This is an optimization exercise on Yosys and OpenROAD, whose aim is small area, not a production implementation.
Only simulation tests tie the RTL to the original design; equivalence was not proved.
No activity file was given, so power comes from the tool's default toggle rates.

==> flow/design.v (excerpt) <==
module processor (
    input clk, reset,
    output [31:0] Result,        
    output [7:0] pc,             
    input [31:0] instruction,    
    output mem_read,             
    output mem_write,            
    output [31:0] mem_wdata,     
    input [31:0] mem_rdata       
);
For scale: ~1,000 flip-flops, about 43,000 sq um of cells after synthesis.
==> flow/config.mk <==
export PLATFORM = sky130hd
export DESIGN_NAME = processor
export DESIGN_NICKNAME = processor
export VERILOG_FILES = /design/flow/design.v
export SDC_FILE = /design/flow/constraint.sdc
export NUM_CORES = 4
export LEC_CHECK = 0
export CAP_MARGIN = 5
export CORE_MARGIN = 2
export CORE_UTILIZATION = 50
export CTS_CLUSTER_DIAMETER = 100
export CTS_CLUSTER_SIZE = 24
export SLEW_MARGIN = 5
export SYNTH_HIERARCHICAL = 1
==> flow/constraint.sdc <==
create_clock -name core_clock -period 14.0 [get_ports {clk}]
set_input_delay 2.8000 -clock core_clock [delete_from_list [all_inputs] [get_ports {clk}]]
set_output_delay 2.8000 -clock core_clock [all_outputs]
set_load 0.01 [all_outputs]
standard.sh (not shown) runs the stock make flow with config.mk's settings and CLKGATE_MAP_FILE= SYNTH_SCRIPT=/design/flow/synth_recipe.tcl, a recipe that flattens the netlist after the stock synthesis.
==> flow/flow/run.sh <==
#!/bin/bash
set -euo pipefail
export BUFFER_PORTS_ARGS="-buffer_cell sky130_fd_sc_hd__buf_1"
bash standard.sh > standard.log 2>&1
The baseline passed the timing, design-rule and antenna checks.
Then changed:
CAP_MARGIN = 20   (was 5)
SLEW_MARGIN = 20   (was 5)
- total power barely changes
- non-clock buffer count is higher by 18
- global-route usage is higher by 0.20 points
- synthesized area does not change
- clock-buffer cell count is lower by 4
- cell area is higher by 0.87%
- utilization is higher by 0.49 points
- wire length stays flat

* * *

## the baseline
processor, a different RTL version from the one above (not shown whole).
Size in the first run: roughly 3700 cells after synthesis, roughly 43000 µm² of cells after synthesis.
==> flow/config.mk <==
export PLATFORM = sky130hd
export DESIGN_NAME = processor
export DESIGN_NICKNAME = processor
export VERILOG_FILES = /design/flow/design.v
export SDC_FILE = /design/flow/constraint.sdc
export NUM_CORES = 4
export LEC_CHECK = 0
export CAP_MARGIN = 5
export CORE_MARGIN = 2
export CORE_UTILIZATION = 45
export CTS_CLUSTER_DIAMETER = 100
export CTS_CLUSTER_SIZE = 26
export SLEW_MARGIN = 5
export SYNTH_HIERARCHICAL = 1
==> flow/constraint.sdc <==
create_clock -name core_clock -period 14.0 [get_ports {clk}]
set_input_delay 2.8000 -clock core_clock [delete_from_list [all_inputs] [get_ports {clk}]]
set_output_delay 2.8000 -clock core_clock [all_outputs]
set_load 0.01 [all_outputs]
==> flow/flow/run.sh <==
#!/bin/bash
set -euo pipefail
export BUFFER_PORTS_ARGS="-buffer_cell sky130_fd_sc_hd__buf_1"
export CTS_ARGS="-sink_clustering_enable -repair_clock_nets -sink_clustering_size 26 -sink_clustering_max_diameter 100 -dont_use_dummy_load"
bash standard.sh > standard.log 2>&1
The baseline completed every stage of the flow, and the final layout passed the timing, design-rule and antenna checks.
For the candidate, these inputs were changed with respect to the baseline:
Settings: CAP_MARGIN now 10, was 5; SLEW_MARGIN now 10, was 5.
Notes after the runs:
- ~same number of antenna violations at the first check in global routing in the baseline and the candidate
- As far as overall routing resource usage goes, the candidate and the baseline are indistinguishable; the numbers are identical.
- Re floorplan die area: no difference whatsoever between the candidate and the baseline.
- Diff the baseline..the candidate | post-CTS setup buffer count | unchanged
- The baseline and the candidate ended up with nearly the same number of routed nets with antenna violations.

* * *

the previous run:
processor again, from the RTL that the note above started with.
Settings: LEC_CHECK=0, CAP_MARGIN=10, CORE_MARGIN=2, CORE_UTILIZATION=45, CTS_CLUSTER_DIAMETER=100, CTS_CLUSTER_SIZE=26, SLEW_MARGIN=10, SYNTH_HIERARCHICAL=1; clock period 14.0 ns.
==> flow/flow/run.sh <==
#!/bin/bash
set -euo pipefail
export BUFFER_PORTS_ARGS="-buffer_cell sky130_fd_sc_hd__buf_1"
bash standard.sh > standard.log 2>&1
### the previous run -> the current run
# the previous run
export LEC_CHECK = 0
export CAP_MARGIN = 10
export CORE_MARGIN = 2
export CORE_UTILIZATION = 45
export CTS_CLUSTER_DIAMETER = 100
export CTS_CLUSTER_SIZE = 26
export SLEW_MARGIN = 10
export SYNTH_HIERARCHICAL = 1
create_clock -name core_clock -period 14.0 [get_ports {clk}]
# the current run
export LEC_CHECK = 0
export CAP_MARGIN = 5
export CORE_MARGIN = 2
export CORE_UTILIZATION = 45
export CTS_CLUSTER_DIAMETER = 100
export CTS_CLUSTER_SIZE = 26
export SLEW_MARGIN = 5
export SYNTH_HIERARCHICAL = 1
create_clock -name core_clock -period 14.0 [get_ports {clk}]
Results
As far as residual antenna-violating net count after detailed routing is concerned, the current run and the previous run perform about the same.
Fill cell instance count of the final layout came out exactly the same in the current run and the previous run.
Delta (the current run minus the previous run): area share of and/or/nand/nor cells after synthesis saw little to no change; average cell area after synthesis saw little to no change; routed wire length saw little to no change; die boundary width saw little to no change; net count of the finished layout saw little to no change.
Diff the previous run..the current run | final critical delay including setup and external delays | unchanged
Worst hold slack across the current run and the previous run: no real change.
Looking at the current run and the previous run, the sequential cell count is a wash.

[separate check: timing with driven ports]
In the flow no input, the clock included, has a driving cell. The finished layouts below were timed again as built, in two steps.
Step 1 assumes that a clkbuf_16 drives the clock port and a buf_2 every other input.
Step 2 adds t to the input delays and takes it off the output delays; t is the mean of the earliest and latest rising clock arrival at the registers after step 1. Input paths then give back, and output paths get back, about the clock's delay inside the block.
a / b / c = ideal / step 1 / step 2; a / b = the first two.
run | t (ns) | setup slack, ns | hold WS [ns]
the first run of note 1 | 0.711 | 2.313 / 2.200 / 2.200 | 0.486 / 0.486 / 0.486
the second run of note 1 | 0.740 | 2.386 / 2.274 / 2.274 | 0.481 / 0.481 / 0.481
the baseline | 0.708 | 2.586 / 2.476 / 2.476 | 0.498 / 0.498 / 0.498
the candidate | 0.708 | 2.586 / 2.476 / 2.476 | 0.498 / 0.498 / 0.498
the previous run | 0.722 | 2.633 / 2.513 / 2.513 | 0.497 / 0.497 / 0.497
the current run | 0.722 | 2.633 / 2.513 / 2.513 | 0.497 / 0.497 / 0.497
After both steps setup and hold are still met in every run listed.
